Source: an optimization exercise on an open RTL-to-GDS flow (aim: small area and a short achievable clock period). Production flows keep margins and buffers that such runs may drop.
RTL that was checked went through simulation tests only; none was proved equivalent to the original.
Power and IR drop assume default switching activity.

==> module SearchModule, before the edit <==
module SearchModule #(parameter SEED = 1351) (
	input clk,
	input rst,
	input enan,            
	input ext,             
	input rot,             
	input boot,            
	input bootend,         
	input [10:0] sl,       
	output reg found,
	output reg found_o,    
	output [3:0] tap       
);
localparam [1:0] PW = 2'd0, PC = 2'd1, PR = 2'd2, PF = 2'd3;
localparam [10:0] S0 = 11'b10000000000;
localparam [10:0] INIT = 11'b10000000000;
reg [32:0] r;
reg [2:0]  b;       
reg [2:0]  m;       
reg [1:0]  ph;
reg [10:0] cnt;
reg [10:0] st;
reg [3:0]  c0, c1, c2, c3, c4, c5;
assign tap = c5;
wire shifting = (ph != PW);
wire fail2    = (ph == PF) & cnt[9];
wire resp     = fail2 | ext;
wire w_end    = (ph == PW) & (boot ? bootend : (cnt[0] & cnt[5]));
wire fin      = (ph == PC) & st[2];
wire [4:0] din = r[29:25] & {~(m[2] & (m[1] | m[0])), ~m[2], ~(m[2] | (m[1] & m[0])), ~(m[2] | m[1]), ~(m[2] | m[1] | m[0])};
wire inrange  = ~din[4] & (din[3:0] != 4'd0) & (din[3:0] <= 4'd10);
wire valid    = (b == 3'd7) & enan & (ph == PC) & ~st[3] & ~st[2] & inrange;
wire run      = (ph == PR) & ~found;
wire low0     = (cnt[9:0] == 10'd0);
wire stinit   = (st == INIT);
wire found_set = run & low0 & ~cnt[10];
wire fail_set  = run & stinit & ~low0;
function [3:0] tcode(input [3:0] p);
	tcode = {p[3] & (p[1] | p[0]), p[2] | (p[3] & p[1]), p[1:0]};
endfunction
function tapv(input [3:0] t, input [10:0] s);
	reg a, b;
	begin
		case (t[1:0]) 2'd0: a = s[8]; 2'd1: a = s[1]; 2'd2: a = s[2]; default: a = s[3]; endcase
		case (t[1:0]) 2'd0: b = s[4]; 2'd1: b = s[5]; 2'd2: b = s[6]; default: b = s[7]; endcase
		case (t[3:2]) 2'd0: tapv = a; 2'd1: tapv = b; 2'd2: tapv = s[9]; default: tapv = s[10] & t[1]; endcase
	end
endfunction
wire fb = st[0] ^ (tapv(c5, st) & tapv(c4, st)) ^ tapv(c3, st) ^ tapv(c2, st) ^ tapv(c1, st) ^ tapv(c0, st);
wire [3:0] dcode = tcode(din[3:0]);
wire cfb = cnt[0] ^ cnt[2] ^ (cnt[10:1] == 10'd0);
wire prfb = r[32] ^ r[22] ^ r[2] ^ r[1];
wire seedbit = |(sl & SEED[10:0]);
always @(posedge clk) begin
	r <= {boot ? seedbit : shifting ? prfb : r[0], r[32:1]};
	b <= {3{~rst}} & (b ^ {shifting & b[1] & b[0], shifting & b[0], shifting});
	if (shifting & (b == 3'd0))
		m <= 3'd0;
	else if (resp)
		m <= b;
	if (rst | fail2 | (found & ext)) begin
		ph <= PW;
		found <= 1'b0;
	end else begin
		if (w_end) ph <= PC;
		if (fin) ph <= PR;
		if (fail_set) ph <= PF;
		if (found_set) found <= 1'b1;
	end
	if (rst | (found_o & ext))
		found_o <= 1'b0;
	else if (found_set)
		found_o <= 1'b1;
	if (fail2 | (found & ext) | fin | fail_set)
		cnt <= S0;
	else
		cnt <= {cfb, cnt[10:1]};
	if ((ph == PW) | fin)
		st <= INIT;
	else if (valid | ((ph == PC) & st[3]))
		st <= {1'b0, st[10:1]};
	else if (run)
		st <= {fb, st[10:1]};
	if (valid & ~st[4]) begin
		c0 <= (st[9] && dcode == c0) ? 4'b1100 : dcode;
		{c5, c4, c3, c2, c1} <= {c4, c3, c2, c1, c0};
	end else if (rot) begin
		{c5, c4, c3, c2, c1, c0} <= {c4, c3, c2, c1, c0, c5};
	end
end
endmodule
==> module FPGA, before the edit <==
module FPGA (
	input clk,
	input rst,
	input start,
	output wire TX,
	output reg found_smth,
	output wire startedmod,
	output wire [29:0] found_mods
);
reg start_S;
reg started;
reg started_o;     
reg [5:0] gcnt;      
wire boot = (gcnt != 6'd33);
wire bootend = (gcnt == 6'd32);
reg [10:0] sl;       
wire [30*4-1:0] taps;
wire [29:0] found;
wire [29:0] found_o;
wire ext_on, rotp;
wire [4:0] which;
wire [3:0] hi_dec = 4'b0001 << which[4:3];
wire [7:0] lo_dec = 8'b00000001 << which[2:0];
wire [3:0] xa = hi_dec & {4{ext_on}};
wire [3:0] ra = hi_dec & {4{rotp}};
wire enan = started | start_S;
assign startedmod = started_o;
assign found_mods = found_o;
Interface interfejs (
	.clk    (clk),
	.rst    (rst),
	.taps   (taps),
	.found  (found),
	.ext_on (ext_on),
	.rotp   (rotp),
	.which  (which),
	.TX     (TX)
);
genvar g;
generate
for (g = 0; g < 30; g = g + 1) begin: Trololo
	SearchModule #(.SEED(1351 + g)) szukacz (
		.clk     (clk),
		.rst     (rst),
		.enan    (enan),
		.ext     (xa[g / 8] & lo_dec[g % 8]),
		.rot     (ra[g / 8] & lo_dec[g % 8]),
		.boot    (boot),
		.bootend (bootend),
		.sl      (sl),
		.found   (found[g]),
		.found_o (found_o[g]),
		.tap     (taps[g*4 +: 4])
	);
end
endgenerate
always @(posedge clk) begin
	if (rst) begin
		found_smth <= 1'b0;
		start_S <= 1'b0;
		started <= 1'b0;
		started_o <= 1'b0;
		gcnt <= 6'd0;
		sl <= 11'd0;
	end else begin
		if (boot) gcnt <= gcnt + 6'd1;
		sl <= {sl[9:0], gcnt == 6'd0};
		if (!start) start_S <= 1'b1;
		if (start_S) started <= 1'b1;
		if (start_S) started_o <= 1'b1;
		found_smth <= (found != 30'd0);
	end
end
endmodule
export LEC_CHECK = 0
export CAP_MARGIN = 20
export CORE_MARGIN = 2
export CORE_UTILIZATION = 55
export CTS_BUF_LIST = sky130_fd_sc_hd__clkbuf_16
export CTS_CLUSTER_DIAMETER = 120
export CTS_CLUSTER_SIZE = 28
export PLACE_DENSITY = 0.66
export SETUP_SLACK_MARGIN = 5
export SLEW_MARGIN = 20
create_clock -name core_clock -period 8.0 [get_ports {clk}]
run.sh (not shown) runs the stock make flow with config.mk's settings and CLKGATE_MAP_FILE= SYNTH_SCRIPT=/design/flow/synth_recipe.tcl, a recipe that flattens the netlist after the stock synthesis.
The first run completed without violations.
Then changed:
--- a/flow/design.v
+++ b/flow/design.v
@@ -163,11 +163,14 @@
 wire cfb = cnt[0] ^ cnt[2] ^ (cnt[10:1] == 10'd0);
 wire prfb = r[32] ^ r[22] ^ r[2] ^ r[1];
 wire seedbit = |(sl & SEED[10:0]);
 always @(posedge clk) begin
 	r <= {boot ? seedbit : shifting ? prfb : r[0], r[32:1]};
-	b <= {3{~rst}} & (b ^ {shifting & b[1] & b[0], shifting & b[0], shifting});
+	if (rst)
+		b <= 3'd0;
+	else if (shifting)
+		b <= b + 3'd1;
 	if (shifting & (b == 3'd0))
 		m <= 3'd0;
 	else if (resp)
 		m <= b;
 	if (rst | fail2 | (found & ext)) begin
@@ -214,11 +217,17 @@
 reg started;
 reg started_o;     
 reg [5:0] gcnt;      
 wire boot = (gcnt != 6'd33);
 wire bootend = (gcnt == 6'd32);
-reg [10:0] sl;       
+wire [10:0] sl;
+genvar j;
+generate
+for (j = 0; j < 11; j = j + 1) begin: SL
+	assign sl[j] = (gcnt == j + 1);
+end
+endgenerate
 wire [30*4-1:0] taps;
 wire [29:0] found;
 wire [29:0] found_o;
 wire ext_on, rotp;
 wire [4:0] which;
@@ -262,14 +271,12 @@
 		found_smth <= 1'b0;
 		start_S <= 1'b0;
 		started <= 1'b0;
 		started_o <= 1'b0;
 		gcnt <= 6'd0;
-		sl <= 11'd0;
 	end else begin
 		if (boot) gcnt <= gcnt + 6'd1;
-		sl <= {sl[9:0], gcnt == 6'd0};
 		if (!start) start_S <= 1'b1;
 		if (start_S) started <= 1'b1;
 		if (start_S) started_o <= 1'b1;
 		found_smth <= (found != 30'd0);
 	end
=>
- The new run finished with timing, DRC and antenna clean
- hold slack is better by 0.0063 ns
- worst setup slack is worse by 0.0051 ns
- clock-buffer cell count went down by 1
- cell area went up by 0.55%
- via count went down by 1.7%
- total power went down by 5.4%
- maximum frequency hardly moves
- routed wire length went down by 0.45%
- synthesized cell count went down by 0.32%
- non-clock buffer count went up by 5
The RTL of the first run of this note was laid out without a check of its function.

==> port drivers added, routing unchanged <==
No port has a modelled driver above. Below, the same layouts with a new extraction and two added sets of constraints. Step 1 sets driving cells, clkbuf_16 on the clock port and buf_2 on the other inputs (assumed; they add their load-dependent delay and slew). Step 2 also shifts input and output timing later by t, the mid clock arrival at the registers, as if the neighbouring blocks saw the same clock. Slacks: ideal ports / drivers / drivers and shift; pairs: ideal ports / drivers.
| run | shift t [ns] | setup WS [ns] | worst register clock-pin slew, ns | worst slew at a driven data input, ns |
|---|---|---|---|---|
| the first run | 0.877 | 5.046 / 4.956 / 4.435 | 0.12 / 0.12 | 0.10 |
| the second run | 0.870 | 5.040 / 4.952 / 4.415 | 0.12 / 0.12 | 0.07 |
After both steps setup and hold are still met in every run listed. For the second run, which loses most, drivers alone change the setup slack by -0.088 ns; drivers and shift together by -0.625 ns.
